Background: an optimization exercise with open tools, aiming at small area. Do not read the settings as production practice. At most, simulation tests tie the RTL to the original design; equivalence was not proved. For runs 2 and 3, only the layout was checked, not whether the RTL still works. Power is estimated from default activity; no workload was simulated. The flow treats the clock pin as an ideal source, which a real chip does not have.

`constraint.sdc`:
```
create_clock -name core_clock -period 4.5 [get_ports {clk}]
set_input_delay 0.9000 -clock core_clock [delete_from_list [all_inputs] [get_ports {clk}]]
set_output_delay 0.9000 -clock core_clock [all_outputs]
set_load 0.01 [all_outputs]
```
`design.v`:
```
module buffer_1loc
#(
    parameter WIDTH = 64,
    parameter [WIDTH - 1:0] ZERO = 0
)
(
    input clk, reset,                  
    input we,                          
    input re,                          
    input [WIDTH - 1:0] din,
    output [WIDTH - 1:0] a_data, b_data,
    output reg a_full, b_full
);
    reg [WIDTH - 1:0] a_mem, b_mem;
    genvar i;
    generate
        for (i = 0; i < WIDTH; i = i + 1) begin : bit_g
            if (ZERO[i]) begin : z
                assign a_data[i] = 1'b0;
                assign b_data[i] = 1'b0;
            end else begin : s
                always @(posedge clk) begin
                    a_mem[i] <= b_full ? b_mem[i] : din[i];
                    b_mem[i] <= a_mem[i];
                end
                assign a_data[i] = a_mem[i];
                assign b_data[i] = b_mem[i];
            end
        end
    endgenerate
    always @(posedge clk) begin
        if (reset) begin
            a_full <= 1'b0;
            b_full <= 1'b0;
        end else begin
            a_full <= b_full | we;
            b_full <= a_full & ~re;
        end
    end
endmodule
module rotating_prioritizer
#(
    parameter initial_value = 1  
)
(
    input clk, reset,
    input rq_0, rq_1,
    output gt_0, gt_1
);
    reg cur_last, oth_last;
    assign gt_0 = rq_0 & (cur_last | ~rq_1);
    assign gt_1 = rq_1 & (~cur_last | ~rq_0);
    always @(posedge clk) begin
        if (reset) begin
            cur_last <= initial_value;
            oth_last <= initial_value;
        end else begin
            cur_last <= oth_last;
            oth_last <= (rq_0 & rq_1) ? gt_1 : initial_value;
        end
    end
endmodule
module cardinal_router
#(
    parameter PACKET_SIZE = 64
)
(
    input clk, reset,
    input cwsi, output cwri, input [PACKET_SIZE - 1:0] cwdi,
    input ccwsi, output ccwri, input [PACKET_SIZE - 1:0] ccwdi,
    input pesi, output peri, input [PACKET_SIZE - 1:0] pedi,
    output cwso, input cwro, output [PACKET_SIZE - 1:0] cwdo,
    output ccwso, input ccwro, output [PACKET_SIZE - 1:0] ccwdo,
    output peso, input pero, output [PACKET_SIZE - 1:0] pedo
);
    localparam [PACKET_SIZE - 1:0] Z1 = 64'h0080_0000_0000_0000;
    localparam [PACKET_SIZE - 1:0] Z2 = 64'h00c0_0000_0000_0000;
    function [PACKET_SIZE - 1:0] shift_hop(input [PACKET_SIZE - 1:0] p);
        shift_hop = {p[63:56], 1'b0, p[55:49], p[47:0]};
    endfunction
    wire [PACKET_SIZE - 1:0] cwi_d, ccwi_d, pei_d;
    wire cwi_f, ccwi_f, pei_f;
    wire cwi_bf, ccwi_bf, pei_bf;
    wire re_cwi, re_ccwi, re_pei;
    wire [PACKET_SIZE - 1:0] di_cwo, di_ccwo, di_peo;
    wire cwo_af, ccwo_af, peo_af;
    wire cwo_f, ccwo_f, peo_f;
    wire we_cwo, we_ccwo, we_peo;
    buffer_1loc #(.WIDTH(PACKET_SIZE), .ZERO(Z1)) buf_cwi (
        .clk(clk), .reset(reset), .we(cwsi), .re(re_cwi), .din(cwdi),
        .a_data(cwi_d), .b_data(), .a_full(cwi_f), .b_full(cwi_bf));
    buffer_1loc #(.WIDTH(PACKET_SIZE), .ZERO(Z1)) buf_ccwi (
        .clk(clk), .reset(reset), .we(ccwsi), .re(re_ccwi), .din(ccwdi),
        .a_data(ccwi_d), .b_data(), .a_full(ccwi_f), .b_full(ccwi_bf));
    buffer_1loc #(.WIDTH(PACKET_SIZE), .ZERO(64'd0)) buf_pei (
        .clk(clk), .reset(reset), .we(pesi), .re(re_pei), .din(pedi),
        .a_data(pei_d), .b_data(), .a_full(pei_f), .b_full(pei_bf));
    assign cwri = ~cwi_bf;
    assign ccwri = ~ccwi_bf;
    assign peri = ~pei_bf;
    buffer_1loc #(.WIDTH(PACKET_SIZE), .ZERO(Z1)) buf_cwo (
        .clk(clk), .reset(reset), .we(we_cwo), .re(cwro), .din(di_cwo),
        .a_data(cwdo), .b_data(), .a_full(cwo_af), .b_full(cwo_f));
    buffer_1loc #(.WIDTH(PACKET_SIZE), .ZERO(Z1)) buf_ccwo (
        .clk(clk), .reset(reset), .we(we_ccwo), .re(ccwro), .din(di_ccwo),
        .a_data(ccwdo), .b_data(), .a_full(ccwo_af), .b_full(ccwo_f));
    buffer_1loc #(.WIDTH(PACKET_SIZE), .ZERO(Z2)) buf_peo (
        .clk(clk), .reset(reset), .we(we_peo), .re(pero), .din(di_peo),
        .a_data(pedo), .b_data(), .a_full(peo_af), .b_full(peo_f));
    assign cwso = cwo_af & cwro;
    assign ccwso = ccwo_af & ccwro;
    assign peso = peo_af & pero;
    wire rq_cwi_cwo = cwi_f & cwi_d[48] & ~cwo_f;
    wire rq_cwi_peo = cwi_f & ~cwi_d[48] & ~peo_f;
    wire rq_ccwi_ccwo = ccwi_f & ccwi_d[48] & ~ccwo_f;
    wire rq_ccwi_peo = ccwi_f & ~ccwi_d[48] & ~peo_f;
    wire rq_pei_cwo = pei_f & ~pei_d[62] & ~cwo_f;
    wire rq_pei_ccwo = pei_f & pei_d[62] & ~ccwo_f;
    wire gt_cwi_cwo, gt_pei_cwo, gt_ccwi_ccwo, gt_pei_ccwo, gt_cwi_peo, gt_ccwi_peo;
    rotating_prioritizer #(.initial_value(1)) arbitor_cwo (
        .clk(clk), .reset(reset), .rq_0(rq_cwi_cwo), .rq_1(rq_pei_cwo),
        .gt_0(gt_cwi_cwo), .gt_1(gt_pei_cwo));
    rotating_prioritizer #(.initial_value(1)) arbitor_ccwo (
        .clk(clk), .reset(reset), .rq_0(rq_ccwi_ccwo), .rq_1(rq_pei_ccwo),
        .gt_0(gt_ccwi_ccwo), .gt_1(gt_pei_ccwo));
    rotating_prioritizer #(.initial_value(1)) arbitor_peo (
        .clk(clk), .reset(reset), .rq_0(rq_cwi_peo), .rq_1(rq_ccwi_peo),
        .gt_0(gt_cwi_peo), .gt_1(gt_ccwi_peo));
    assign re_cwi = gt_cwi_cwo | gt_cwi_peo;
    assign re_ccwi = gt_ccwi_ccwo | gt_ccwi_peo;
    assign re_pei = gt_pei_cwo | gt_pei_ccwo;
    assign we_cwo = gt_cwi_cwo | gt_pei_cwo;
    assign we_ccwo = gt_ccwi_ccwo | gt_pei_ccwo;
    assign we_peo = gt_cwi_peo | gt_ccwi_peo;
    assign di_cwo = shift_hop(gt_pei_cwo ? pei_d : cwi_d);
    assign di_ccwo = shift_hop(gt_pei_ccwo ? pei_d : ccwi_d);
    assign di_peo = shift_hop(gt_ccwi_peo ? ccwi_d : cwi_d);
endmodule
module cardinal_ring
#(
    parameter PAC_SIZE = 64
)
(
    input clk, reset,  
    input node0_pesi, node0_pero,
    output node0_peri, node0_peso,
    input [PAC_SIZE - 1:0] node0_pedi,
    output [PAC_SIZE - 1:0] node0_pedo,
    input node1_pesi, node1_pero,
    output node1_peri, node1_peso,
    input [PAC_SIZE - 1:0] node1_pedi,
    output [PAC_SIZE - 1:0] node1_pedo,
    input node2_pesi, node2_pero,
    output node2_peri, node2_peso,
    input [PAC_SIZE - 1:0] node2_pedi,
    output [PAC_SIZE - 1:0] node2_pedo,
    input node3_pesi, node3_pero,
    output node3_peri, node3_peso,
    input [PAC_SIZE - 1:0] node3_pedi,
    output [PAC_SIZE - 1:0] node3_pedo,
    output node0_polarity, node1_polarity, node2_polarity, node3_polarity
);
    reg polarity;
    always @(posedge clk)
    begin
        if (reset) polarity <= 1;
        else polarity <= ~polarity;
    end
    assign node0_polarity = polarity;
    assign node1_polarity = polarity;
    assign node2_polarity = polarity;
    assign node3_polarity = polarity;
    wire cwr_0, cwr_1, cwr_2, cwr_3;
    wire cws_0, cws_1, cws_2, cws_3;
    wire [PAC_SIZE - 1:0] cwd_0, cwd_1, cwd_2, cwd_3;
    wire ccwr_0, ccwr_1, ccwr_2, ccwr_3;
    wire ccws_0, ccws_1, ccws_2, ccws_3;
    wire [PAC_SIZE - 1:0] ccwd_0, ccwd_1, ccwd_2, ccwd_3;
    cardinal_router #(.PACKET_SIZE(PAC_SIZE)) router_0 (
        .clk(clk), .reset(reset),
        .cwsi(cws_3), .cwri(cwr_3), .cwdi(cwd_3),
        .ccwsi(ccws_1), .ccwri(ccwr_1), .ccwdi(ccwd_1),
        .pesi(node0_pesi), .peri(node0_peri), .pedi(node0_pedi),
        .cwso(cws_0), .cwro(cwr_0), .cwdo(cwd_0),
        .ccwso(ccws_0), .ccwro(ccwr_0), .ccwdo(ccwd_0),
        .peso(node0_peso), .pero(node0_pero), .pedo(node0_pedo));
    cardinal_router #(.PACKET_SIZE(PAC_SIZE)) router_1 (
        .clk(clk), .reset(reset),
        .cwsi(cws_0), .cwri(cwr_0), .cwdi(cwd_0),
        .ccwsi(ccws_2), .ccwri(ccwr_2), .ccwdi(ccwd_2),
        .pesi(node1_pesi), .peri(node1_peri), .pedi(node1_pedi),
        .cwso(cws_1), .cwro(cwr_1), .cwdo(cwd_1),
        .ccwso(ccws_1), .ccwro(ccwr_1), .ccwdo(ccwd_1),
        .peso(node1_peso), .pero(node1_pero), .pedo(node1_pedo));
    cardinal_router #(.PACKET_SIZE(PAC_SIZE)) router_2 (
        .clk(clk), .reset(reset),
        .cwsi(cws_1), .cwri(cwr_1), .cwdi(cwd_1),
        .ccwsi(ccws_3), .ccwri(ccwr_3), .ccwdi(ccwd_3),
        .pesi(node2_pesi), .peri(node2_peri), .pedi(node2_pedi),
        .cwso(cws_2), .cwro(cwr_2), .cwdo(cwd_2),
        .ccwso(ccws_2), .ccwro(ccwr_2), .ccwdo(ccwd_2),
        .peso(node2_peso), .pero(node2_pero), .pedo(node2_pedo));
    cardinal_router #(.PACKET_SIZE(PAC_SIZE)) router_3 (
        .clk(clk), .reset(reset),
        .cwsi(cws_2), .cwri(cwr_2), .cwdi(cwd_2),
        .ccwsi(ccws_0), .ccwri(ccwr_0), .ccwdi(ccwd_0),
        .pesi(node3_pesi), .peri(node3_peri), .pedi(node3_pedi),
        .cwso(cws_3), .cwro(cwr_3), .cwdo(cwd_3),
        .ccwso(ccws_3), .ccwro(ccwr_3), .ccwdo(ccwd_3),
        .peso(node3_peso), .pero(node3_pero), .pedo(node3_pedo));
endmodule
```
`run.sh`:
```
#!/bin/bash
# synth_recipe.tcl (not shown) runs the flow's synth.tcl, then flattens the netlist and writes it again
# the make line also repeats each setting of config.mk as NAME=value (left out here)
make -C /OpenROAD-flow-scripts/flow DESIGN_CONFIG=/design/flow/config.mk WORK_HOME=/design/flow/orfs CLKGATE_MAP_FILE= SYNTH_SCRIPT=/design/flow/synth_recipe.tcl finish
```
`config.mk`:
```
export PLATFORM = sky130hd
export DESIGN_NAME = cardinal_ring
export DESIGN_NICKNAME = cardinal_ring
export VERILOG_FILES = /design/flow/design.v
export SDC_FILE = /design/flow/constraint.sdc
export NUM_CORES = 4
export LEC_CHECK = 0
export CAP_MARGIN = 20
export CORE_MARGIN = 2
export CORE_UTILIZATION = 40
export PLACE_DENSITY = 0.6
export SLEW_MARGIN = 20
```
==> results of run 1 <==
## critical path, delay by kind of cell, from the launching register on
kind	cells	cell delay, ns
DFF	1	0.81
buffers and inverters	2	0.59
## power by group
group / switching [mW] / leakage, nW / total, mW / internal [mW]
Combinational: 2.17 / 10.8 / 5.07 / 2.90
Clock: 10.8 / 5.27 / 26.9 / 16.1
Sequential: 3.21 / 25.9 / 35.9 / 32.7
Total: 16.2 / 41.9 / 67.9 / 51.7
## stage by stage
stage / setup WS, ns / power, mW
after floorplan: 2.55 / 37.6
after global placement: 1.51 / 41.2
after detailed placement: 1.51 / 41.3
after CTS: 1.19 / 68.2
after global routing: 1.18 / 70.2
final: 1.26 / 67.9
## cells in the final DEF (no fill, tap or decap), drive strengths merged, types with 14 or more instances in the layout
cell	instances
dfxtp	3089
mux2	756
clkdlybuf4s50	520
o21ai	515
a31oi	492
clkbuf	467
a21oi	454
nor2b	446
and2	252
a221o	246
buf	91
a2bb2oi	61
clkinv	48
nor2	30
bufinv	27
inv	25
nand2	19
diode	18
and3	15
nand3	14
## cells by family (layout without fill, tap and decap cells)
group	Yosys count	count (layout)	share of synthesized area (%)
buffers and inverters	519	1186	2.46
DFF	3089	3089	69.7
muxes	756	756	9.60
other	1	26	0.00423
AOI/OAI and AO/OA	1779	1779	12.4
and+or+nand+nor	836	836	5.80
## how the worst max path moves through the flow
stage	start	endpoint	slack (ns)
floorplan	node0_pero	node0_peso	2.55
global placement	node1_pero	node1_peso	1.51
detailed placement	node1_pero	node1_peso	1.51
CTS	router_3.buf_pei.b_full	node3_peri	1.19
global route	router_3.buf_pei.b_full	node3_peri	1.18
finish	router_3.buf_pei.b_full	node3_peri	1.26
## metal layers
layer / part of all wire (%) / GRT usage (%) / up-vias
met3: 8.7 / 6.11 / 594
met5: 0 / 0 / -
met2: 43 / 38.8 / 2898
met1: 43 / 34.7 / 28900
li1: - / - / 25500
met4: 5.1 / 13.2 / 0
## cell type report
class / count / area [sq um]
Clock buffer: 467 / 9450
Fill cell: 19200 / 113000
Antenna cell: 18 / 45.0
Multi-Input combinational cell: 3379 / 25000
Tap cell: 2958 / 3700
Sequential cell: 3089 / 61900
Timing Repair Buffer: 611 / 6180
Inverter: 11 / 42.5
Clock inverter: 97 / 1240
==> results_dict.tcl, run 1 <==
set metrics [dict create \
    dieArea_sq_um 226000 \
    grt_max_degree 90 \
    grt_pass1_vias 57500 \
    grt-ovfl-total 0 \
    rsz0062_at_grt "false" \
    drv_cap 0 \
    synth_edf_count 0 \
    ios 534 \
    path_max_fanout 26 \
    crit_path_top_delay_cell "dfxtp_4" \
    cp_data_arrival_time_ns 2.34 \
    hold_ws_ns 0.299 \
    reg2reg_to "router_1.buf_ccwi.b_full" \
    synth_most_common_cell "dfxtp_1" \
    tightest_slew_ns 1.24 \
    start_util_pct 40.3 \
    r2r_start "router_1.buf_ccwo.b_full" \
    cts_tree "yes" \
    clkTransAtPathRegs_ns 0.06 \
    period_needed_ns 3.24 \
    peakVddDrop_mv 0.329 \
    min_to "router_2.buf_ccwo.b_mem[21]" \
    ys.flop_type "dfxtp_1" \
    crit_chain "inv_1 > clkdlybuf4s50_1" \
    die_h_um 475 \
    drv_slew 0 \
    ff2ff_setup_slack_ns 1.78 \
    ys_ff_latch 3089 \
    fmax_ghz 0.309 \
    dp.cells 10000 \
    placed_cell_area_sq_um 96700 \
    critPathMaxStageDelay_ns 0.81 \
    synth.top_cells.by_count "3089 x dfxtp_1, 756 x mux2_2, 492 x a31oi_1" \
    cp-end-kind "output pin" \
    first_pass_iters 6 \
    hold_buffers 0 \
    fp-row-count 172 \
    grt_pass1_wl_um 421000 \
    place_hpwl_um 184000 \
    clock_skew_ns 0.0556 \
    cts_made_buffers 322 \
    p_leak_nw 41.9 \
    clk_latency_ns 0.95 \
    port_buffers 521 \
    dr.first_iter.drc_count 6068 \
    gp_congestion 0.829 \
    synth_top_area_cell "dfxtp_1" \
    utilization_pct 48.9 \
    htree_levels 5 \
    outcome "no timing/DRC/antenna violations" \
    yosysUniqueCellTypes 44 \
    avgSynthCellArea_sq_um 12.7 \
    max-slew-margin-rel_pct 17.2 \
    cts.sinks 3089 \
    synthArstFlopShare_pct 0 \
    ys_seq_area_share_pct 69.7 \
    layout.cells.non_filler 10600 \
    wire_per_inst_um 28.3 \
    yosysWarnings 6 \
    syn_area_sq_um 88700 \
    ctsResizeCount 0 \
    post-route-period-util_pct 72.0 \
    clock-root-buffer "clkbuf_16" \
    coreArea_sq_um 220000 \
    min-delay-path-class "reg2reg" \
    hold_start "router_2.buf_ccwo.a_mem[21]" \
    critPathRequiredTime_ns 3.60 \
    worst-setup-path-type "reg2out" \
    final-setup-viol-count 0 \
    clk_path_buf_depth 4 \
    drc 0 \
    drive_above_1_share_pct 18.5 \
    track_usage_pct 25.9 \
    stdcell_area_sq_um 108000 \
    ant_nets 0 \
    avgViaCountPerCell 5.45 \
    cts_setup_buffers 0 \
    area_growth_pct 21.3 \
    critPathLaunchType "register" \
    antenna_found_initial 24 \
    worst_r2r_path_depth 4 \
    power_density_nw_per_um2 631 \
    nets 7680 \
    num_vias 57900 \
    die_x_um 475 \
    final_hold_viol_count 0 \
    whs_path_depth 0 \
    tns_ns 0 \
    synth.area.top_cells "dfxtp_1 70%, mux2_2 9.6%, a31oi_1 3.5%" \
    drt_wl_total_um 300000 \
    synthCells 6980 \
    synth_top_area_share_pct 69.7 \
]
==> inputs of run 2 (changes only) <==
--- a/design.v
+++ b/design.v
@@ -1,13 +1,15 @@
 module buffer_1loc
 #(
     parameter WIDTH = 64,
-    parameter [WIDTH - 1:0] ZERO = 0
+    parameter [WIDTH - 1:0] ZERO = 0,
+    parameter NSRC = 1
 )
 (
     input clk, reset,                  
     input we,                          
     input re,                          
-    input [WIDTH - 1:0] din,
+    input s0, s1,                      
+    input [WIDTH - 1:0] din0, din1,    
     output [WIDTH - 1:0] a_data, b_data,
     output reg a_full, b_full
 );
@@ -19,8 +21,15 @@
                 assign a_data[i] = 1'b0;
                 assign b_data[i] = 1'b0;
             end else begin : s
+                wire nxt;
+                if (NSRC == 1) begin : m1
+                    and_or2 sel (.s0(b_full), .d0(b_mem[i]), .s1(~b_full), .d1(din0[i]), .y(nxt));
+                end else begin : m2
+                    and_or3 sel (.s0(b_full), .d0(b_mem[i]), .s1(s0), .d1(din0[i]),
+                                 .s2(s1), .d2(din1[i]), .y(nxt));
+                end
                 always @(posedge clk) begin
-                    a_mem[i] <= b_full ? b_mem[i] : din[i];
+                    a_mem[i] <= nxt;
                     b_mem[i] <= a_mem[i];
                 end
                 assign a_data[i] = a_mem[i];
@@ -38,6 +47,12 @@
         end
     end
 endmodule
+module and_or2 (input s0, d0, s1, d1, output y);
+    assign y = (s0 & d0) | (s1 & d1);
+endmodule
+module and_or3 (input s0, d0, s1, d1, s2, d2, output y);
+    assign y = (s0 & d0) | (s1 & d1) | (s2 & d2);
+endmodule
 module rotating_prioritizer
 #(
     parameter initial_value = 1  
@@ -82,30 +97,29 @@
     wire cwi_f, ccwi_f, pei_f;
     wire cwi_bf, ccwi_bf, pei_bf;
     wire re_cwi, re_ccwi, re_pei;
-    wire [PACKET_SIZE - 1:0] di_cwo, di_ccwo, di_peo;
     wire cwo_af, ccwo_af, peo_af;
     wire cwo_f, ccwo_f, peo_f;
     wire we_cwo, we_ccwo, we_peo;
     buffer_1loc #(.WIDTH(PACKET_SIZE), .ZERO(Z1)) buf_cwi (
-        .clk(clk), .reset(reset), .we(cwsi), .re(re_cwi), .din(cwdi),
+        .clk(clk), .reset(reset), .we(cwsi), .re(re_cwi), .s0(1'b0), .s1(1'b0), .din1(64'd0), .din0(cwdi),
         .a_data(cwi_d), .b_data(), .a_full(cwi_f), .b_full(cwi_bf));
     buffer_1loc #(.WIDTH(PACKET_SIZE), .ZERO(Z1)) buf_ccwi (
-        .clk(clk), .reset(reset), .we(ccwsi), .re(re_ccwi), .din(ccwdi),
+        .clk(clk), .reset(reset), .we(ccwsi), .re(re_ccwi), .s0(1'b0), .s1(1'b0), .din1(64'd0), .din0(ccwdi),
         .a_data(ccwi_d), .b_data(), .a_full(ccwi_f), .b_full(ccwi_bf));
     buffer_1loc #(.WIDTH(PACKET_SIZE), .ZERO(64'd0)) buf_pei (
-        .clk(clk), .reset(reset), .we(pesi), .re(re_pei), .din(pedi),
+        .clk(clk), .reset(reset), .we(pesi), .re(re_pei), .s0(1'b0), .s1(1'b0), .din1(64'd0), .din0(pedi),
         .a_data(pei_d), .b_data(), .a_full(pei_f), .b_full(pei_bf));
     assign cwri = ~cwi_bf;
     assign ccwri = ~ccwi_bf;
     assign peri = ~pei_bf;
-    buffer_1loc #(.WIDTH(PACKET_SIZE), .ZERO(Z1)) buf_cwo (
-        .clk(clk), .reset(reset), .we(we_cwo), .re(cwro), .din(di_cwo),
+    buffer_1loc #(.WIDTH(PACKET_SIZE), .ZERO(Z1), .NSRC(2)) buf_cwo (
+        .clk(clk), .reset(reset), .we(we_cwo), .re(cwro), .s0(gt_cwi_cwo), .din0(shift_hop(cwi_d)), .s1(gt_pei_cwo), .din1(shift_hop(pei_d)),
         .a_data(cwdo), .b_data(), .a_full(cwo_af), .b_full(cwo_f));
-    buffer_1loc #(.WIDTH(PACKET_SIZE), .ZERO(Z1)) buf_ccwo (
-        .clk(clk), .reset(reset), .we(we_ccwo), .re(ccwro), .din(di_ccwo),
+    buffer_1loc #(.WIDTH(PACKET_SIZE), .ZERO(Z1), .NSRC(2)) buf_ccwo (
+        .clk(clk), .reset(reset), .we(we_ccwo), .re(ccwro), .s0(gt_ccwi_ccwo), .din0(shift_hop(ccwi_d)), .s1(gt_pei_ccwo), .din1(shift_hop(pei_d)),
         .a_data(ccwdo), .b_data(), .a_full(ccwo_af), .b_full(ccwo_f));
-    buffer_1loc #(.WIDTH(PACKET_SIZE), .ZERO(Z2)) buf_peo (
-        .clk(clk), .reset(reset), .we(we_peo), .re(pero), .din(di_peo),
+    buffer_1loc #(.WIDTH(PACKET_SIZE), .ZERO(Z2), .NSRC(2)) buf_peo (
+        .clk(clk), .reset(reset), .we(we_peo), .re(pero), .s0(gt_cwi_peo), .din0(shift_hop(cwi_d)), .s1(gt_ccwi_peo), .din1(shift_hop(ccwi_d)),
         .a_data(pedo), .b_data(), .a_full(peo_af), .b_full(peo_f));
     assign cwso = cwo_af & cwro;
     assign ccwso = ccwo_af & ccwro;
@@ -132,9 +146,6 @@
     assign we_cwo = gt_cwi_cwo | gt_pei_cwo;
     assign we_ccwo = gt_ccwi_ccwo | gt_pei_ccwo;
     assign we_peo = gt_cwi_peo | gt_ccwi_peo;
-    assign di_cwo = shift_hop(gt_pei_cwo ? pei_d : cwi_d);
-    assign di_ccwo = shift_hop(gt_pei_ccwo ? pei_d : ccwi_d);
-    assign di_peo = shift_hop(gt_ccwi_peo ? ccwi_d : cwi_d);
 endmodule
 module cardinal_ring
 #(
--- a/config.mk
+++ b/config.mk
@@ -10,3 +10,5 @@
 export CORE_UTILIZATION = 40
 export PLACE_DENSITY = 0.6
 export SLEW_MARGIN = 20
+export SYNTH_HIERARCHICAL = 1
+export SYNTH_MINIMUM_KEEP_SIZE = 0
==> run 2 against run 1 <==
Effect of this change:
- core utilization grew 1.3 points
- sequential power fell by 19%
- via count is 8.7% lower
- routed wire length shrank 4.6%
- synthesized cell count down 20%
- critical path type unchanged
- worst setup slack gained 0.045 ns
- clock power down 4%
- still clean on timing, DRC and antenna
==> results_dict.tcl, run 2 <==
set metrics [dict create \
    wl_met3_um 24100 \
    top_layer_used "met5" \
    fillers 16900 \
    wire_per_inst_um 30.6 \
    syn_area_sq_um 80400 \
    grt-ovfl-total 0 \
    port_buffers 521 \
    antenna_found_initial 17 \
    avgViaCountPerCell 5.65 \
    total_power_mw 56.5 \
    layout_commonest_cell "dfxtp_1" \
    period_needed_ns 3.20 \
    grt_pass1_wl_um 394000 \
    power_density_nw_per_um2 564 \
    final_hold_viol_count 0 \
    synthCells 5573 \
    drive_above_1_share_pct 9.63 \
    start_util_pct 40.3 \
    drv_cap 0 \
    num_vias 52900 \
    dp.cells 8824 \
    ctsResizeCount 0 \
    first_pass_iters 9 \
    clock_skew_ns 0.0692 \
    met2_length_um 131000 \
    nets 6749 \
    die_h_um 452 \
    p_leak_nw 44.8 \
    clock-root-buffer "clkbuf_16" \
    critPathLaunchType "register" \
    multi_input_area_sq_um 15800 \
    hold_buffers 0 \
    fp-row-count 164 \
    p_switching_mw 12.1 \
    p_seq_share_pct 51.7 \
    grt_max_degree 54 \
    utilization_pct 50.2 \
    ios 534 \
    max-slew-margin-rel_pct 15.0 \
    area_growth_pct 24.7 \
    ant_nets 0 \
    track_usage_pct 27.0 \
    switching_share_pct 21.4 \
    cp-end-kind "output pin" \
    drc 0 \
    tightest_slew_ns 1.28 \
    grt_pass1_vias 52700 \
    critPathRequiredTime_ns 3.60 \
    final_cell_mix "3065 x dfxtp_1, 776 x inv_1, 756 x a22o_1" \
    layout.cells.non_filler 9363 \
    path_max_fanout 29 \
    p_int_mw 44.4 \
    min-delay-path-class "reg2reg" \
    cts.sinks 3089 \
    final-setup-viol-count 0 \
    cts_made_buffers 313 \
    cp_data_arrival_time_ns 2.30 \
    place_hpwl_um 166000 \
    yosysWarnings 13 \
    worst-setup-path-type "reg2out" \
    dr.first_iter.drc_count 8929 \
    post-route-period-util_pct 71.0 \
    peakVddDrop_mv 0.382 \
    outcome "no timing/DRC/antenna violations" \
    avgSynthCellArea_sq_um 14.4 \
    clk_path_buf_depth 4 \
    tns_ns 0 \
    clk_latency_ns 0.95 \
    coreArea_sq_um 200000 \
    register_area_sq_um 61900 \
    power_frac_comb_pct 2.7 \
    die_x_um 452 \
    dieArea_sq_um 205000 \
    htree_levels 5 \
    gp_congestion 0.798 \
    cts_tree "yes" \
    rsz0062_at_grt "false" \
    met1Wirelength_um 117000 \
    clkTransAtPathRegs_ns 0.06 \
    drt_wl_total_um 287000 \
    fmax_ghz 0.313 \
    pwr-share-clk_pct 45.6 \
    cts_setup_buffers 0 \
    drv_slew 0 \
]
-- run 2: worst max-delay path: stages, from the launching register on --
cell	delay (ns)
dfxtp_4	0.76
inv_1	0.08
clkdlybuf4s50_1	0.50
-- run 2: through the flow --
stage          instance area, sq um  hold WS [ns]  setup WS, ns
4_1_cts                      100000         0.297          1.23
5_1_grt                      100000         0.310          1.18
3_3_place_gp                  90100         0.335          1.52
2_1_floorplan                 80400         0.332         0.181
6_report                     100000         0.288          1.30
3_5_place_dp                  90100         0.335          1.50
-- run 2: metal layers --
layer	track usage (%)	vias to the layer above
met3	4.61	574
met2	43.3	2817
met5	0	-
li1	-	22800
met4	13.1	2
met1	35.4	26700
-- run 2: final timing paths --
| check | endpoint | startpoint | slack, ns | cells past startpoint |
|---|---|---|---|---|
| setup / recovery | node3_peri | router_3.buf_pei.b_full | 1.30 | 2 |
| hold reg to reg | router_2.buf_cwo.b_mem[10] | router_2.buf_cwo.a_mem[10] | 0.29 | 0 |
| hold / removal | router_2.buf_cwo.b_mem[10] | router_2.buf_cwo.a_mem[10] | 0.29 | 0 |
| setup reg to reg | router_0.buf_peo.a_mem[42] | router_0.buf_peo.b_full | 1.40 | 6 |
-- run 2: area by class of cell --
class | instances | share of cell area [%]
multi-input combinational | 1681 | 15.7
inverter | 788 | 2.98
sequential | 3089 | 61.8
tap | 2656 | 3.31
timing repair buffer | 610 | 6.07
clock buffer | 436 | 9.11
antenna | 8 | 0.0200
clock inverter | 95 | 1.02
-- run 2: power groups by stage --
stage / registers [mW] / clock network, mW / logic (mW)
2_1_floorplan: 29.5 / 0 / 0.684
3_3_place_gp: 29.8 / 0 / 1.48
3_5_place_dp: 29.8 / 0 / 1.51
4_1_cts: 29.2 / 26.0 / 1.52
5_1_grt: 29.3 / 27.1 / 1.60
6_report: 29.2 / 25.7 / 1.54
==> inputs of run 3 (changes only) <==
==> flow/run.sh (new file) <==
#!/bin/bash
# Standard ORFS layout, with smaller port buffers and a clock tree without
# dummy loads and with larger sink clusters.
set -euo pipefail
export BUFFER_PORTS_ARGS="-buffer_cell sky130_fd_sc_hd__buf_1"
export CTS_ARGS="-sink_clustering_enable -repair_clock_nets -dont_use_dummy_load -sink_clustering_size 30 -sink_clustering_max_diameter 100"
bash standard.sh > standard.log 2>&1
==> standard.sh (new file) <==
#!/bin/bash
# synth_recipe.tcl (not shown) runs the flow's synth.tcl, then flattens the netlist and writes it again
# the make line also repeats each setting of config.mk as NAME=value (left out here)
make -C /OpenROAD-flow-scripts/flow DESIGN_CONFIG=/design/flow/config.mk WORK_HOME=/design/flow/orfs CLKGATE_MAP_FILE= SYNTH_SCRIPT=/design/flow/synth_recipe.tcl "${@:-finish}"
removed: run.sh
==> run 3 against run 2 <==
Effect of this change:
- clock-buffer cell count shrank 322
- critical path depth stayed put
- highest routed layer is now met4
- cell count is 4.5% lower
- hold slack better by 0.0011 ns
- clock power down 51%
==> results_dict.tcl, run 3 <==
set metrics [dict create \
    outcome "no timing/DRC/antenna violations" \
    num_vias 50700 \
    hold_buffers 0 \
    ctsResizeCount 0 \
    wire_per_inst_um 30.8 \
    fp-row-count 164 \
    endpoint "node1_peri" \
    drc 0 \
    peakVddDrop_mv 0.333 \
    p_leak_nw 39.9 \
    grt_pass1_wl_um 378000 \
    post-route-period-util_pct 67.8 \
    cp-end-kind "output pin" \
    cts_setup_buffers 0 \
    max-slew-margin-rel_pct 20.0 \
    drv_slew 0 \
    crit_chain "inv_1 > buf_1" \
    coreArea_sq_um 200000 \
    crit_path_top_delay_cell "dfxtp_4" \
    dr.first_iter.drc_count 8122 \
    tightest_slew_ns 1.20 \
    clkTransAtPathRegs_ns 0.11 \
    ant_nets 0 \
    port_buffers 521 \
    grt_max_degree 66 \
    layout_commonest_cell "dfxtp_1" \
    critPathMaxStageDelay_ns 0.86 \
    synthCells 5573 \
    power_density_nw_per_um2 480 \
    gp_congestion 0.796 \
    nets 6554 \
    drv_cap 0 \
    critPathRequiredTime_ns 3.60 \
    clk_latency_ns 0.81 \
    yosysWarnings 13 \
    clk_path_buf_depth 3 \
    cts_made_buffers 114 \
    syn_area_sq_um 80400 \
    cp_data_arrival_time_ns 2.15 \
    grt_pass1_vias 50200 \
    worst_r2r_path_depth 5 \
    antenna_found_initial 16 \
    grt-ovfl-total 0 \
    die_h_um 452 \
    rsz0062_at_grt "false" \
    place_hpwl_um 163000 \
    start_util_pct 40.3 \
    htree_levels 3 \
    die_x_um 452 \
    worst-setup-path-type "reg2out" \
    critPathLaunchType "register" \
    utilization_pct 44.9 \
    ff2ff_setup_slack_ns 1.65 \
    ios 534 \
    register_area_sq_um 61900 \
    area_growth_pct 11.6 \
    placed_cell_area_sq_um 86800 \
    avgViaCountPerCell 5.67 \
    period_needed_ns 3.05 \
    cts_tree "yes" \
    final_cell_mix "3065 x dfxtp_1, 776 x inv_1, 756 x a22o_1" \
    final-setup-viol-count 0 \
    multi_input_area_sq_um 15700 \
    fmax_ghz 0.328 \
    startpoint "router_1.buf_pei.b_full" \
    hold_start "node2_pedi[32]" \
    drt_wl_total_um 275000 \
    avgSynthCellArea_sq_um 14.4 \
    stdcell_area_sq_um 89700 \
    track_usage_pct 25.9 \
    fillers 17900 \
    tns_ns 0 \
    dieArea_sq_um 205000 \
    path_max_fanout 34 \
    cts.sinks 3089 \
    clock_skew_ns 0.0568 \
    first_pass_iters 10 \
    min-delay-path-class "in2reg" \
    final_hold_viol_count 0 \
    r2r_start "router_2.buf_ccwo.b_full" \
    drive_above_1_share_pct 4.45 \
    clock-root-buffer "clkbuf_16" \
    reg2reg_to "router_2.buf_ccwo.a_mem[9]" \
]
## run 3: how the worst min path moves through the flow
stage	cells after the start	slack (ns)	end
final	2	0.29	router_2.buf_pei.a_mem[32]
after global routing	2	0.24	router_2.buf_pei.a_mem[38]
after CTS	2	0.20	router_1.buf_pei.a_mem[38]
after detailed placement	0	0.33	router_0.buf_peo.b_mem[51]
after global placement	0	0.34	router_1.buf_cwo.b_mem[11]
after floorplan	0	0.33	router_0.buf_ccwo.b_mem[0]
## run 3: critical path: cells and delay by family, from the launching register on
family                 cells  cell delay (ns)
buffers and inverters      2             0.44
DFF                        1             0.86
## run 3: power breakdown
group / total (mW) / switching (mW) / internal (mW)
Clock: 12.5 / 7.91 / 4.56
Combinational: 1.35 / 0.821 / 0.530
Sequential: 29.2 / 0.729 / 28.5
## run 3: cell type report
type	count	area share [%]
multi-input combinational	1681	17.6
inverter	788	3.33
antenna	4	0.0112
clock buffer	114	3.18
sequential	3089	69.1
timing repair buffer	614	3.16
tap	2656	3.71
## run 3: layer usage
layer / vias to the layer above / GRT usage (%) / part of all wire [%]
li1: 22100 / - / -
met1: 25800 / 34.3 / 42
met2: 2395 / 42.1 / 46
met3: 423 / 3.56 / 7.5
met4: 0 / 11.4 / 4.7
met5: - / 0 / 0
## run 3: stage by stage
step	worst slack, ns	std cells	hold WS [ns]	total power [mW]
after global routing	1.39	8944	0.237	44.3
after CTS	1.36	8942	0.202	43.2
after detailed placement	1.75	8828	0.334	31.1
after global placement	1.79	8827	0.335	31.1
after floorplan	0.181	5577	0.332	30.2
final	1.45	8946	0.290	43.0
==> inputs of run 4 (changes only) <==
--- a/design.v
+++ b/design.v
@@ -1,39 +1,31 @@
 module buffer_1loc
 #(
     parameter WIDTH = 64,
-    parameter [WIDTH - 1:0] ZERO = 0,
-    parameter NSRC = 1
+    parameter [WIDTH - 1:0] ZERO = 0
 )
 (
     input clk, reset,                  
     input we,                          
     input re,                          
-    input s0, s1,                      
-    input [WIDTH - 1:0] din0, din1,    
-    output [WIDTH - 1:0] a_data, b_data,
+    input [WIDTH - 1:0] din,
+    output [WIDTH - 1:0] a_data,
     output reg a_full, b_full
 );
     reg [WIDTH - 1:0] a_mem, b_mem;
+    wire b_empty = ~b_full;
     genvar i;
     generate
         for (i = 0; i < WIDTH; i = i + 1) begin : bit_g
             if (ZERO[i]) begin : z
                 assign a_data[i] = 1'b0;
-                assign b_data[i] = 1'b0;
             end else begin : s
                 wire nxt;
-                if (NSRC == 1) begin : m1
-                    and_or2 sel (.s0(b_full), .d0(b_mem[i]), .s1(~b_full), .d1(din0[i]), .y(nxt));
-                end else begin : m2
-                    and_or3 sel (.s0(b_full), .d0(b_mem[i]), .s1(s0), .d1(din0[i]),
-                                 .s2(s1), .d2(din1[i]), .y(nxt));
-                end
+                and_or2 sel (.s0(b_full), .d0(b_mem[i]), .s1(b_empty), .d1(din[i]), .y(nxt));
                 always @(posedge clk) begin
                     a_mem[i] <= nxt;
                     b_mem[i] <= a_mem[i];
                 end
                 assign a_data[i] = a_mem[i];
-                assign b_data[i] = b_mem[i];
             end
         end
     endgenerate
@@ -43,6 +35,47 @@
             b_full <= 1'b0;
         end else begin
             a_full <= b_full | we;
+            b_full <= a_full & ~re;
+        end
+    end
+endmodule
+module buffer_1loc_2src
+#(
+    parameter WIDTH = 64,
+    parameter [WIDTH - 1:0] ZERO = 0
+)
+(
+    input clk, reset,                  
+    input s0, s1,                      
+    input re,                          
+    input [WIDTH - 1:0] din0, din1,
+    output [WIDTH - 1:0] a_data,
+    output reg a_full, b_full
+);
+    reg [WIDTH - 1:0] a_mem, b_mem;
+    genvar i;
+    generate
+        for (i = 0; i < WIDTH; i = i + 1) begin : bit_g
+            if (ZERO[i]) begin : z
+                assign a_data[i] = 1'b0;
+            end else begin : s
+                wire nxt;
+                and_or3 sel (.s0(b_full), .d0(b_mem[i]), .s1(s0), .d1(din0[i]),
+                             .s2(s1), .d2(din1[i]), .y(nxt));
+                always @(posedge clk) begin
+                    a_mem[i] <= nxt;
+                    b_mem[i] <= a_mem[i];
+                end
+                assign a_data[i] = a_mem[i];
+            end
+        end
+    endgenerate
+    always @(posedge clk) begin
+        if (reset) begin
+            a_full <= 1'b0;
+            b_full <= 1'b0;
+        end else begin
+            a_full <= b_full | s0 | s1;
             b_full <= a_full & ~re;
         end
     end
@@ -99,28 +132,27 @@
     wire re_cwi, re_ccwi, re_pei;
     wire cwo_af, ccwo_af, peo_af;
     wire cwo_f, ccwo_f, peo_f;
-    wire we_cwo, we_ccwo, we_peo;
     buffer_1loc #(.WIDTH(PACKET_SIZE), .ZERO(Z1)) buf_cwi (
-        .clk(clk), .reset(reset), .we(cwsi), .re(re_cwi), .s0(1'b0), .s1(1'b0), .din1(64'd0), .din0(cwdi),
-        .a_data(cwi_d), .b_data(), .a_full(cwi_f), .b_full(cwi_bf));
+        .clk(clk), .reset(reset), .we(cwsi), .re(re_cwi), .din(cwdi),
+        .a_data(cwi_d), .a_full(cwi_f), .b_full(cwi_bf));
     buffer_1loc #(.WIDTH(PACKET_SIZE), .ZERO(Z1)) buf_ccwi (
-        .clk(clk), .reset(reset), .we(ccwsi), .re(re_ccwi), .s0(1'b0), .s1(1'b0), .din1(64'd0), .din0(ccwdi),
-        .a_data(ccwi_d), .b_data(), .a_full(ccwi_f), .b_full(ccwi_bf));
+        .clk(clk), .reset(reset), .we(ccwsi), .re(re_ccwi), .din(ccwdi),
+        .a_data(ccwi_d), .a_full(ccwi_f), .b_full(ccwi_bf));
     buffer_1loc #(.WIDTH(PACKET_SIZE), .ZERO(64'd0)) buf_pei (
-        .clk(clk), .reset(reset), .we(pesi), .re(re_pei), .s0(1'b0), .s1(1'b0), .din1(64'd0), .din0(pedi),
-        .a_data(pei_d), .b_data(), .a_full(pei_f), .b_full(pei_bf));
+        .clk(clk), .reset(reset), .we(pesi), .re(re_pei), .din(pedi),
+        .a_data(pei_d), .a_full(pei_f), .b_full(pei_bf));
     assign cwri = ~cwi_bf;
     assign ccwri = ~ccwi_bf;
     assign peri = ~pei_bf;
-    buffer_1loc #(.WIDTH(PACKET_SIZE), .ZERO(Z1), .NSRC(2)) buf_cwo (
-        .clk(clk), .reset(reset), .we(we_cwo), .re(cwro), .s0(gt_cwi_cwo), .din0(shift_hop(cwi_d)), .s1(gt_pei_cwo), .din1(shift_hop(pei_d)),
-        .a_data(cwdo), .b_data(), .a_full(cwo_af), .b_full(cwo_f));
-    buffer_1loc #(.WIDTH(PACKET_SIZE), .ZERO(Z1), .NSRC(2)) buf_ccwo (
-        .clk(clk), .reset(reset), .we(we_ccwo), .re(ccwro), .s0(gt_ccwi_ccwo), .din0(shift_hop(ccwi_d)), .s1(gt_pei_ccwo), .din1(shift_hop(pei_d)),
-        .a_data(ccwdo), .b_data(), .a_full(ccwo_af), .b_full(ccwo_f));
-    buffer_1loc #(.WIDTH(PACKET_SIZE), .ZERO(Z2), .NSRC(2)) buf_peo (
-        .clk(clk), .reset(reset), .we(we_peo), .re(pero), .s0(gt_cwi_peo), .din0(shift_hop(cwi_d)), .s1(gt_ccwi_peo), .din1(shift_hop(ccwi_d)),
-        .a_data(pedo), .b_data(), .a_full(peo_af), .b_full(peo_f));
+    buffer_1loc_2src #(.WIDTH(PACKET_SIZE), .ZERO(Z1)) buf_cwo (
+        .clk(clk), .reset(reset), .re(cwro), .s0(gt_cwi_cwo), .din0(shift_hop(cwi_d)), .s1(gt_pei_cwo), .din1(shift_hop(pei_d)),
+        .a_data(cwdo), .a_full(cwo_af), .b_full(cwo_f));
+    buffer_1loc_2src #(.WIDTH(PACKET_SIZE), .ZERO(Z1)) buf_ccwo (
+        .clk(clk), .reset(reset), .re(ccwro), .s0(gt_ccwi_ccwo), .din0(shift_hop(ccwi_d)), .s1(gt_pei_ccwo), .din1(shift_hop(pei_d)),
+        .a_data(ccwdo), .a_full(ccwo_af), .b_full(ccwo_f));
+    buffer_1loc_2src #(.WIDTH(PACKET_SIZE), .ZERO(Z2)) buf_peo (
+        .clk(clk), .reset(reset), .re(pero), .s0(gt_cwi_peo), .din0(shift_hop(cwi_d)), .s1(gt_ccwi_peo), .din1(shift_hop(ccwi_d)),
+        .a_data(pedo), .a_full(peo_af), .b_full(peo_f));
     assign cwso = cwo_af & cwro;
     assign ccwso = ccwo_af & ccwro;
     assign peso = peo_af & pero;
@@ -143,9 +175,6 @@
     assign re_cwi = gt_cwi_cwo | gt_cwi_peo;
     assign re_ccwi = gt_ccwi_ccwo | gt_ccwi_peo;
     assign re_pei = gt_pei_cwo | gt_pei_ccwo;
-    assign we_cwo = gt_cwi_cwo | gt_pei_cwo;
-    assign we_ccwo = gt_ccwi_ccwo | gt_pei_ccwo;
-    assign we_peo = gt_cwi_peo | gt_ccwi_peo;
 endmodule
 module cardinal_ring
 #(
==> flow/run.sh (replaced) <==
#!/bin/bash
# Standard ORFS layout, with the smallest buffer on the ports and a clock tree
# without dummy loads and with larger sink clusters.
set -euo pipefail
export BUFFER_PORTS_ARGS="-buffer_cell sky130_fd_sc_hd__buf_1"
export CTS_ARGS="-sink_clustering_enable -repair_clock_nets -dont_use_dummy_load -sink_clustering_size 25 -sink_clustering_max_diameter 80"
bash standard.sh > standard.log 2>&1
==> run 4 against run 3 <==
Effect of this change:
- cell count grew 0.40%
- global-route usage is 0.72 points higher
- register-to-register slack worse by 0.15 ns
- non-clock buffer count up 4
- die area is 0.11% lower
- clock skew up 0.032 ns
- first-iteration DRC count rose by 16%
- via count is 1.7% higher
- routed wire length grew 2.7%
- combinational power about the same
- hold slack got worse by 0.041 ns
- largest power group unchanged
==> results_dict.tcl, run 4 <==
set metrics [dict create \
    track_usage_pct 26.6 \
    avgSynthCellArea_sq_um 14.4 \
    final-setup-viol-count 0 \
    coreArea_sq_um 200000 \
    crit_path_top_delay_cell "dfxtp_4" \
    cp-end-kind "output pin" \
    clk_path_buf_depth 3 \
    wire_per_inst_um 31.5 \
    layout_commonest_cell "dfxtp_1" \
    die_h_um 452 \
    start_util_pct 40.2 \
    clkTransAtPathRegs_ns 0.10 \
    yosysWarnings 13 \
    critPathLaunchType "register" \
    outcome "no timing/DRC/antenna violations" \
    utilization_pct 45.3 \
    port_buffers 521 \
    power_density_nw_per_um2 494 \
    place_hpwl_um 166000 \
    cts_setup_buffers 0 \
    dieArea_sq_um 204000 \
    drv_slew 0 \
    min-delay-path-class "in2reg" \
    total_power_mw 44.7 \
    nets 6590 \
    synthCells 5573 \
    ctsResizeCount 0 \
    crit_chain "inv_1 > buf_1" \
    cts_made_buffers 146 \
    max-slew-margin-rel_pct 23.1 \
    drc 0 \
    final_hold_viol_count 0 \
    grt-ovfl-total 0 \
    placed_cell_area_sq_um 86800 \
    die_x_um 452 \
    post-route-period-util_pct 69.2 \
    syn_area_sq_um 80300 \
    final_cell_mix "3065 x dfxtp_1, 776 x inv_1, 756 x a22o_1" \
    grt_pass1_vias 50000 \
    cp_data_arrival_time_ns 2.21 \
    hold_buffers 0 \
    rsz0062_at_grt "false" \
    clock_skew_ns 0.0891 \
    fillers 17900 \
    grt_pass1_wl_um 386000 \
    p_leak_nw 40.2 \
    tightest_slew_ns 1.15 \
    drv_cap 0 \
    ios 534 \
    dp.cells 8830 \
    stdcell_area_sq_um 90500 \
    clock-root-buffer "clkbuf_16" \
    first_pass_iters 9 \
    num_vias 51600 \
    path_max_fanout 30 \
    critPathMaxStageDelay_ns 0.82 \
    avgViaCountPerCell 5.74 \
    worst-setup-path-type "reg2out" \
    cts_tree "yes" \
    grt_max_degree 73 \
    cts.sinks 3089 \
    ant_nets 0 \
    drt_wl_total_um 283000 \
    antenna_found_initial 16 \
    period_needed_ns 3.11 \
    drive_above_1_share_pct 5.00 \
    gp_congestion 0.801 \
    critPathRequiredTime_ns 3.60 \
    fmax_ghz 0.321 \
    peakVddDrop_mv 0.301 \
    tns_ns 0 \
    area_growth_pct 12.6 \
    htree_levels 4 \
    clk_latency_ns 0.83 \
    dr.first_iter.drc_count 9438 \
    layout.cells.non_filler 8982 \
    fp-row-count 164 \
]
run 4: cell types whose count changed in the layout (fill, tap and decap cells not counted), moves of 3 or more:
cell	delta
or2_1	-12
clkbuf_16	+32
buf_12	+3
nor3_1	+12
nor2_1	+12
o21ba_1	-12
run 4: area by class of cell:
type	instances	area, sq um	area share [%]
clock buffers	146	3650	4.04
multi-input cells	1681	15700	17.3
repair buffers	618	2910	3.21
inverters	788	2990	3.31
well taps	2656	3320	3.67
diodes	4	10.0	0.0111
flip-flops and latches	3089	61900	68.5
run 4: metrics by stage:
step | setup slack [ns] | hold slack [ns]
after floorplan | 0.166 | 0.332
after global placement | 1.65 | 0.335
after detailed placement | 1.68 | 0.335
after CTS | 1.30 | 0.201
after global routing | 1.31 | 0.235
final | 1.39 | 0.249
run 4: path summary, 6_finish.rpt:
kind,start,to,slack [ns],cells after the start
max,router_3.buf_pei.b_full,node3_peri,1.39,2
min,node3_pedi[54],router_3.buf_pei.a_mem[54],0.25,2
max reg2reg,router_1.buf_cwo.b_full,router_1.buf_pei.b_full,1.50,5
min reg2reg,router_0.buf_cwo.a_mem[34],router_0.buf_cwo.b_mem[34],0.30,0
run 4: critical path, delay by kind of cell (launching register included):
| family | cells | cell delay, ns |
|---|---|---|
| DFF | 1 | 0.82 |
| buffers and inverters | 2 | 0.56 |
run 4: metal layers:
layer	GRT usage, %	vias to the layer above	routed length [um]
li1	-	22200	-
met5	0	-	7
met4	11.7	2	13300
met3	4.41	477	24300
met2	42.2	2701	129000
met1	35.7	26200	117000
run 4: power by group:
group          total (mW)  switching, mW  internal, mW
clock                14.0           8.23          5.82
sequential           29.2          0.749          28.5
combinational        1.38          0.849         0.534
total                44.7           9.83          34.8
==> inputs of run 5 (changes only) <==
==> flow/run.sh (replaced) <==
#!/bin/bash
# Standard ORFS layout, with the smallest buffer on the ports and a clock tree
# without dummy loads and with larger sink clusters.
set -euo pipefail
export BUFFER_PORTS_ARGS="-buffer_cell sky130_fd_sc_hd__buf_1"
export CTS_ARGS="-sink_clustering_enable -repair_clock_nets -dont_use_dummy_load -sink_clustering_size 30 -sink_clustering_max_diameter 50"
bash standard.sh > standard.log 2>&1
==> config.mk (replaced) <==
export PLATFORM = sky130hd
export DESIGN_NAME = cardinal_ring
export DESIGN_NICKNAME = cardinal_ring
export VERILOG_FILES = /design/flow/design.v
export SDC_FILE = /design/flow/constraint.sdc
export NUM_CORES = 4
export LEC_CHECK = 0
export CAP_MARGIN = 0
export CORE_MARGIN = 2
export CORE_UTILIZATION = 60
export PLACE_DENSITY = 0.75
export SLEW_MARGIN = 0
export SYNTH_HIERARCHICAL = 1
export SYNTH_MINIMUM_KEEP_SIZE = 0
==> run 5 against run 4 <==
Effect of this change:
- still clean
- critical path depth rose by 3
- total power rose by 1.8%
- non-clock buffer count fell by 15
- largest cell class unchanged
==> results_dict.tcl, run 5 <==
set metrics [dict create \
    outcome "no timing/DRC/antenna violations" \
    fmax_ghz 0.306 \
    grt_pass1_vias 51500 \
    nets 6598 \
    clkTransAtPathRegs_ns 0.10 \
    ios 534 \
    synthCells 5573 \
    critPathRequiredTime_ns 5.18 \
    crit_chain "and3b_1 > a21boi_4 > buf_4 > a222oi_1 > inv_1" \
    clock-root-buffer "clkbuf_16" \
    die_h_um 370 \
    avgSynthCellArea_sq_um 14.4 \
    placed_cell_area_sq_um 85500 \
    max-slew-margin-rel_pct 11.5 \
    gp_congestion 0.831 \
    first_pass_iters 13 \
    htree_levels 4 \
    layout_commonest_cell "dfxtp_1" \
    hold_buffers 0 \
    rsz0062_at_grt "false" \
    cts_setup_buffers 0 \
    coreArea_sq_um 133000 \
    clk_latency_ns 0.85 \
    endpoint "router_1.buf_cwo.a_mem[19]" \
    worst_r2r_path_depth 5 \
    min-delay-path-class "in2reg" \
    grt_max_degree 73 \
    track_usage_pct 36.5 \
    num_vias 53000 \
    power_density_nw_per_um2 506 \
    clk_path_buf_depth 3 \
    post-route-period-util_pct 72.5 \
    final-setup-viol-count 0 \
    yosysWarnings 13 \
    path_max_fanout 49 \
    drv_cap 0 \
    cp-end-kind "register" \
    crit_path_top_delay_cell "buf_4" \
    die_x_um 370 \
    dr.first_iter.drc_count 10300 \
    start_util_pct 60.3 \
    worst-setup-path-type "reg2reg" \
    reg2reg_to "router_1.buf_cwo.a_mem[19]" \
    drc 0 \
    fillers 9528 \
    ff2ff_setup_slack_ns 1.24 \
    port_buffers 521 \
    wire_per_inst_um 31.9 \
    final_hold_viol_count 0 \
    startpoint "router_1.buf_cwo.b_full" \
    cts_made_buffers 169 \
    critPathMaxStageDelay_ns 0.97 \
    fp-row-count 134 \
    tns_ns 0 \
    drv_slew 0 \
    p_leak_nw 40.4 \
    drive_above_1_share_pct 5.12 \
    area_growth_pct 11.8 \
    peakVddDrop_mv 0.386 \
    final_cell_mix "3065 x dfxtp_1, 776 x inv_1, 756 x a22o_1" \
    tightest_slew_ns 1.32 \
    stdcell_area_sq_um 89800 \
    grt_pass1_wl_um 359000 \
    cts_tree "yes" \
    dieArea_sq_um 137000 \
    syn_area_sq_um 80300 \
    ctsResizeCount 0 \
    place_hpwl_um 145000 \
    cp_data_arrival_time_ns 3.94 \
    period_needed_ns 3.26 \
    clock_skew_ns 0.0920 \
    cts.sinks 3089 \
    antenna_found_initial 4 \
    critPathLaunchType "register" \
    register_area_sq_um 61900 \
    drt_wl_total_um 258000 \
    r2r_start "router_1.buf_cwo.b_full" \
    avgViaCountPerCell 6.54 \
    multi_input_area_sq_um 15700 \
    grt-ovfl-total 0 \
    ant_nets 0 \
]
==> run 5: worst min path at each step <==
stage / startpoint / to / slack, ns / depth (start not counted)
after floorplan: router_0.buf_ccwo.a_mem[0] / router_0.buf_ccwo.b_mem[0] / 0.33 / 0
after global placement: router_3.buf_ccwo.a_mem[15] / router_3.buf_ccwo.b_mem[15] / 0.33 / 0
after detailed placement: router_0.buf_peo.a_mem[0] / router_0.buf_peo.b_mem[0] / 0.33 / 0
after CTS: node3_pedi[27] / router_3.buf_pei.a_mem[27] / 0.19 / 2
after global routing: node3_pedi[27] / router_3.buf_pei.a_mem[27] / 0.22 / 2
final: node3_pedi[27] / router_3.buf_pei.a_mem[27] / 0.23 / 2
==> run 5: stage by stage <==
stage                     hold WS, ns  power (mW)  setup WS (ns)  utilization [%]  instances
final                           0.234        45.4           1.24             67.4       8100
after global routing            0.217        46.6           1.31             67.4       8098
after detailed placement        0.335        31.1           1.36             64.3       7929
after floorplan                 0.332        30.2          0.166                -       5577
after CTS                       0.191        45.4           1.36             67.4       8098
after global placement          0.335        31.0           1.43             64.3       7929
==> run 5: worst max-delay path: cells and delay by family, from the launching register on <==
kind | cells | cell delay, ns
AOI/OAI and AO/OA | 2 | 0.95
buffers and inverters | 2 | 1.08
DFF | 1 | 0.57
and+or+nand+nor | 1 | 0.45
==> run 5: power by group <==
| group | internal, mW | switching [mW] | total, mW |
|---|---|---|---|
| combinational | 0.526 | 0.818 | 1.34 |
| sequential | 28.5 | 0.752 | 29.2 |
| clock | 6.67 | 8.19 | 14.9 |
==> run 5: area by class of cell <==
class	instances	share of cell area [%]
tap	1768	2.46
sequential	3089	69.0
timing repair buffer	603	3.06
clock buffer	169	4.71
multi-input combinational	1681	17.4
antenna	2	0.00558
inverter	788	3.33
==> run 5: layer usage <==
metal | GRT usage [%] | share of wire, %
met5 | 0 | 0
met3 | 7.84 | 12
met1 | 48.2 | 38
met4 | 19.8 | 5.6
met2 | 56.2 | 45
==> inputs of run 6 (changes only) <==
==> flow/run.sh (replaced) <==
#!/bin/bash
# Standard ORFS layout, with the smallest buffer on the ports and a clock tree
# without dummy loads and with larger sink clusters.
set -euo pipefail
export BUFFER_PORTS_ARGS="-buffer_cell sky130_fd_sc_hd__buf_1"
export CTS_ARGS="-sink_clustering_enable -repair_clock_nets -dont_use_dummy_load -sink_clustering_size 30 -sink_clustering_max_diameter 100"
bash standard.sh > standard.log 2>&1
==> run 6 against run 5 <==
Effect of this change:
- global-route usage is 0.39 points lower
- clock-buffer cell count is 55 lower
- flip-flop and latch count stayed put
- clock skew hardly changed
- routed wire length is 0.83% lower
- combinational power hardly changed
- synthesized area stayed put
- clock power is 17% lower
- largest power group unchanged
- critical path depth stayed put
- total power is 5.5% lower
- first-iteration DRC count is 1.9% lower
- synthesized cell count stayed put
==> results_dict.tcl, run 6 <==
set metrics [dict create \
    layout.cells.non_filler 8044 \
    avgSynthCellArea_sq_um 14.4 \
    path_max_fanout 49 \
    clock-root-buffer "clkbuf_16" \
    gp_congestion 0.831 \
    r2r_start "router_1.buf_cwo.b_full" \
    final_cell_mix "3065 x dfxtp_1, 776 x inv_1, 756 x a22o_1" \
    hold_buffers 0 \
    p_leak_nw 39.7 \
    grt_pass1_wl_um 356000 \
    outcome "no timing/DRC/antenna violations" \
    avgViaCountPerCell 6.48 \
    critPathLaunchType "register" \
    clk_path_buf_depth 3 \
    drv_cap 0 \
    hold_start "router_2.buf_ccwo.a_mem[31]" \
    final_hold_viol_count 0 \
    critPathMaxStageDelay_ns 0.97 \
    clkTransAtPathRegs_ns 0.12 \
    cts_tree "yes" \
    pwr-share-clk_pct 28.8 \
    power_density_nw_per_um2 486 \
    dieArea_sq_um 137000 \
    whs_path_depth 0 \
    rsz0062_at_grt "false" \
    dr.first_iter.drc_count 10100 \
    first_pass_iters 10 \
    cp_data_arrival_time_ns 3.96 \
    worst_r2r_path_depth 5 \
    fmax_ghz 0.302 \
    syn_area_sq_um 80300 \
    tns_ns 0 \
    critPathRequiredTime_ns 5.15 \
    cts_made_buffers 114 \
    ff2ff_setup_slack_ns 1.18 \
    power_frac_comb_pct 3.1 \
    placed_cell_area_sq_um 85500 \
    synthCells 5573 \
    ctsResizeCount 0 \
    num_vias 52200 \
    total_power_mw 42.9 \
    antenna_found_initial 3 \
    ant_nets 0 \
    peakVddDrop_mv 0.363 \
    grt_max_degree 73 \
    period_needed_ns 3.32 \
    htree_levels 3 \
    grt-ovfl-total 0 \
    drive_above_1_share_pct 4.29 \
    tightest_slew_ns 1.30 \
    cp-end-kind "register" \
    post-route-period-util_pct 73.7 \
    p_int_mw 33.6 \
    crit_chain "and3b_1 > a21boi_4 > buf_4 > a222oi_1 > inv_1" \
    min-delay-path-class "reg2reg" \
    die_h_um 370 \
    final-setup-viol-count 0 \
    die_x_um 370 \
    stdcell_area_sq_um 88400 \
    clock_skew_ns 0.0917 \
    dp.cells 7929 \
    hold_ws_ns 0.259 \
    worst-setup-path-type "reg2reg" \
    max-slew-margin-rel_pct 12.9 \
    drt_wl_total_um 256000 \
    reg2reg_to "router_1.buf_cwo.a_mem[19]" \
    clk_latency_ns 0.80 \
    ios 534 \
    fp-row-count 134 \
    switching_share_pct 21.8 \
    min_to "router_2.buf_ccwo.b_mem[31]" \
    place_hpwl_um 145000 \
    yosysWarnings 13 \
    port_buffers 521 \
    drv_slew 0 \
    drc 0 \
    layout_commonest_cell "dfxtp_1" \
    grt_pass1_vias 50900 \
    wire_per_inst_um 31.8 \
    p_switching_mw 9.36 \
    coreArea_sq_um 133000 \
    nets 6543 \
    crit_path_top_delay_cell "buf_4" \
    track_usage_pct 36.1 \
    cts.sinks 3089 \
    area_growth_pct 10.1 \
    start_util_pct 60.3 \
    p_seq_share_pct 68.1 \
    cts_setup_buffers 0 \
]
## run 6: changes by cell type in the layout (fill, tap and decap cells not counted), sizes merged
| cell | previous run | this run |
|---|---|---|
| diode | 2 | 1 |
| clkbuf | 170 | 115 |
## run 6: layer usage
| metal | GRT usage [%] | share of wire, % | vias to the layer above |
|---|---|---|---|
| met5 | 0 | 0 | - |
| met4 | 18.3 | 5.4 | 0 |
| met3 | 7.83 | 12 | 663 |
| met2 | 56.1 | 45 | 3502 |
| met1 | 47.8 | 38 | 25900 |
| li1 | - | - | 22100 |
## run 6: area by class of cell
type	instances	area, sq um
fill	9687	44700
sequential	3089	61900
multi-input combinational	1681	15700
tap	1768	2210
timing repair buffer	603	2750
clock buffer	114	2850
inverter	788	2990
antenna	1	2.50
## run 6: worst max-delay path by stage
stage                       startpoint  depth (start not counted)                         end  slack, ns
6_report       router_1.buf_cwo.b_full                          5  router_1.buf_cwo.a_mem[19]       1.18
5_1_grt        router_1.buf_cwo.b_full                          5  router_1.buf_cwo.a_mem[19]       1.23
4_1_cts        router_1.buf_cwo.b_full                          5  router_1.buf_cwo.a_mem[19]       1.29
3_5_place_dp   router_1.buf_cwo.b_full                          5     router_1.buf_cwi.b_full       1.36
3_3_place_gp   router_1.buf_cwo.b_full                          5     router_1.buf_cwi.b_full       1.43
2_1_floorplan  router_0.buf_cwo.b_full                          4   router_0.buf_cwo.a_mem[0]       0.17
## run 6: worst max-delay path: cells and delay by family, from the launching register on
family | cells | cell delay (ns)
AOI/OAI and AO/OA | 2 | 0.94
and+or+nand+nor | 1 | 0.46
buffers and inverters | 2 | 1.08
DFF | 1 | 0.58
## run 6: per-stage QoR
stage	worst slack, ns	util [%]
global placement	1.43	64.3
finish	1.18	66.4
global route	1.23	66.4
CTS	1.29	66.4
floorplan	0.166	-
detailed placement	1.36	64.3
## run 6: power groups by stage
stage / combinational (mW) / sequential (mW) / clock [mW]
after floorplan: 0.686 / 29.5 / 0
final: 1.34 / 29.2 / 12.3
after CTS: 1.30 / 29.2 / 12.4
after detailed placement: 1.29 / 29.8 / 0
after global routing: 1.39 / 29.3 / 13.3
after global placement: 1.25 / 29.8 / 0
==> inputs of run 7 (changes only) <==
--- a/config.mk
+++ b/config.mk
@@ -8,6 +8,8 @@
 export CAP_MARGIN = 0
 export CORE_MARGIN = 2
 export CORE_UTILIZATION = 60
+export GPL_ROUTABILITY_DRIVEN = 0
+export GPL_TIMING_DRIVEN = 0
 export PLACE_DENSITY = 0.75
 export SLEW_MARGIN = 0
 export SYNTH_HIERARCHICAL = 1
==> run 7 against run 6 <==
Effect of this change:
- first-iteration DRC count grew 4.1%
- design area grew 2.9%
- non-clock buffer count grew 68
- combinational power grew 13%
- synthesized cell count is the same
- clock power is essentially flat
- core utilization grew 1.9 points
- global-route usage grew 0.61 points
- total power grew 0.19%
- largest cell class unchanged
- largest power group unchanged
==> results_dict.tcl, run 7 <==
set metrics [dict create \
    hold_buffers 0 \
    clock_skew_ns 0.0496 \
    htree_levels 3 \
    ctsResizeCount 0 \
    cp_data_arrival_time_ns 4.08 \
    avgSynthCellArea_sq_um 14.4 \
    rsz0062_at_grt "false" \
    final_cell_mix "3065 x dfxtp_1, 776 x inv_1, 756 x a22o_1" \
    utilization_pct 68.3 \
    cts_tree "yes" \
    final_hold_viol_count 0 \
    grt_pass1_vias 51400 \
    switching_share_pct 21.8 \
    clk_path_buf_depth 3 \
    cp-end-kind "register" \
    outcome "no timing/DRC/antenna violations" \
    max-slew-margin-rel_pct 25.2 \
    dr.first_iter.drc_count 10500 \
    fillers 9350 \
    post-route-period-util_pct 75.1 \
    drt_wl_total_um 260000 \
    ant_nets 0 \
    period_needed_ns 3.38 \
    drive_above_1_share_pct 5.28 \
    critPathLaunchType "register" \
    clkTransAtPathRegs_ns 0.11 \
    dieArea_sq_um 137000 \
    drv_slew 0 \
    grt-ovfl-total 0 \
    layout_commonest_cell "dfxtp_1" \
    wire_per_inst_um 32.0 \
    port_buffers 521 \
    power_frac_comb_pct 3.5 \
    grt_max_degree 55 \
    antenna_found_initial 2 \
    p_leak_nw 40.7 \
    track_usage_pct 36.7 \
    fmax_ghz 0.296 \
    final-setup-viol-count 0 \
    nets 6609 \
    area_growth_pct 13.3 \
    drv_cap 0 \
    grt_pass1_wl_um 362000 \
    peakVddDrop_mv 0.359 \
    start_util_pct 60.3 \
    drc 0 \
    pwr-share-clk_pct 28.5 \
    worst-setup-path-type "reg2reg" \
    cts_setup_buffers 0 \
    ios 534 \
    clock-root-buffer "clkbuf_16" \
    avgViaCountPerCell 6.53 \
    yosysWarnings 13 \
    cts_made_buffers 112 \
    p_seq_share_pct 68.0 \
    first_pass_iters 10 \
    coreArea_sq_um 133000 \
    cts.sinks 3089 \
    syn_area_sq_um 80300 \
    total_power_mw 43.0 \
    path_max_fanout 40 \
    place_hpwl_um 160000 \
    critPathRequiredTime_ns 5.20 \
    synthCells 5573 \
    die_x_um 370 \
    power_density_nw_per_um2 473 \
    min-delay-path-class "in2reg" \
    num_vias 52900 \
    fp-row-count 134 \
    p_switching_mw 9.38 \
    p_int_mw 33.6 \
    clk_latency_ns 0.80 \
    die_h_um 370 \
    tightest_slew_ns 1.12 \
]
==> run 7: cell count changes in the layout (fill, tap and decap cells not counted), sizes merged <==
cell | previous run | this run
buf | 602 | 671
clkbuf | 115 | 112
==> run 7: power by group through the flow <==
stage	registers (mW)	clock network (mW)	logic [mW]
final	29.2	12.3	1.52
after global routing	29.3	13.2	1.56
after detailed placement	29.8	0	1.45
after floorplan	29.5	0	0.686
after global placement	29.8	0	1.19
after CTS	29.2	12.3	1.47
==> run 7: worst max-delay path, cell delays in order (launching register included) <==
cell and delay, ns:
dfxtp_4 0.82, buf_16 0.38, and3b_1 0.31, a21boi_4 0.74, buf_16 0.26, buf_16 0.21, buf_16 0.19, buf_16 0.19
a222oi_1 0.11, inv_1 0.07
==> run 7: worst paths after layout <==
path                            cells past startpoint                  startpoint  slack, ns                    endpoint
worst max-delay path                                9     router_0.buf_cwo.b_full       1.12  router_0.buf_cwo.a_mem[29]
worst min-delay path                                2                  node1_pero       0.30     router_1.buf_peo.b_full
worst max register to register                      9     router_0.buf_cwo.b_full       1.12  router_0.buf_cwo.a_mem[29]
worst min register to register                      0  router_1.buf_peo.a_mem[60]       0.32  router_1.buf_peo.b_mem[60]
==> run 7: final cells by class <==
type | count | area [sq um] | area share, %
clock buffers | 112 | 2800 | 3.08
diodes | 1 | 2.50 | 0.00275
well taps | 1768 | 2210 | 2.43
repair buffers | 652 | 5240 | 5.75
inverters | 788 | 2990 | 3.28
plain buffers | 19 | 143 | 0.157
flip-flops and latches | 3089 | 61900 | 68.1
multi-input cells | 1681 | 15700 | 17.2
==> run 7: routing by layer <==
metal	vias to the layer above	track usage, %	part of all wire (%)
li1	22200	-	-
met4	0	16.7	5.0
met3	693	9.46	13
met5	-	0	0
met2	3791	56.4	44
met1	26200	48.9	38
==> run 7: stage by stage <==
step	cell area, sq um	setup TNS [ns]	hold slack [ns]	cells	setup slack (ns)
after floorplan	80300	0	0.332	5577	0.166
after global placement	84500	-9270.15	0.334	7866	-7.83
after detailed placement	88200	0	0.334	7997	1.33
after CTS	91000	0	0.257	8109	1.29
after global routing	91000	0	0.281	8109	1.20
final	91000	0	0.300	8110	1.12

## what the ideal ports hide
No port has a modelled driver above. Below, the same layouts with a new extraction and two added sets of constraints. Step 1 assumes that a clkbuf_16 drives the clock port and a buf_2 every other input. Step 2 moves the port delays by t, midway between the first and last clock arrival at a register: inputs arrive t later, outputs are due t later. That takes back most of the time a late clock gives input paths. Three values: no drivers, after step 1, after step 2; two values: the first two.
run | t (ns) | setup slack, ns | worst slew at a driven data input, ns | cell pins on the clock port's net
run 1 | 1.008 | 1.259 / 1.167 / 1.495 | 0.17 | 1
run 2 | 1.000 | 1.304 / 1.218 / 1.395 | 0.22 | 1
run 3 | 0.867 | 1.449 / 1.362 / 1.654 | 0.21 | 1
run 4 | 0.880 | 1.387 / 1.302 / 1.503 | 0.20 | 1
run 5 | 0.889 | 1.237 / 1.237 / 1.237 | 0.05 | 1
run 6 | 0.842 | 1.184 / 1.184 / 1.184 | 0.06 | 1
run 7 | 0.850 | 1.119 / 1.119 / 1.119 | 0.04 | 1
After both steps every run listed still meets setup and hold.
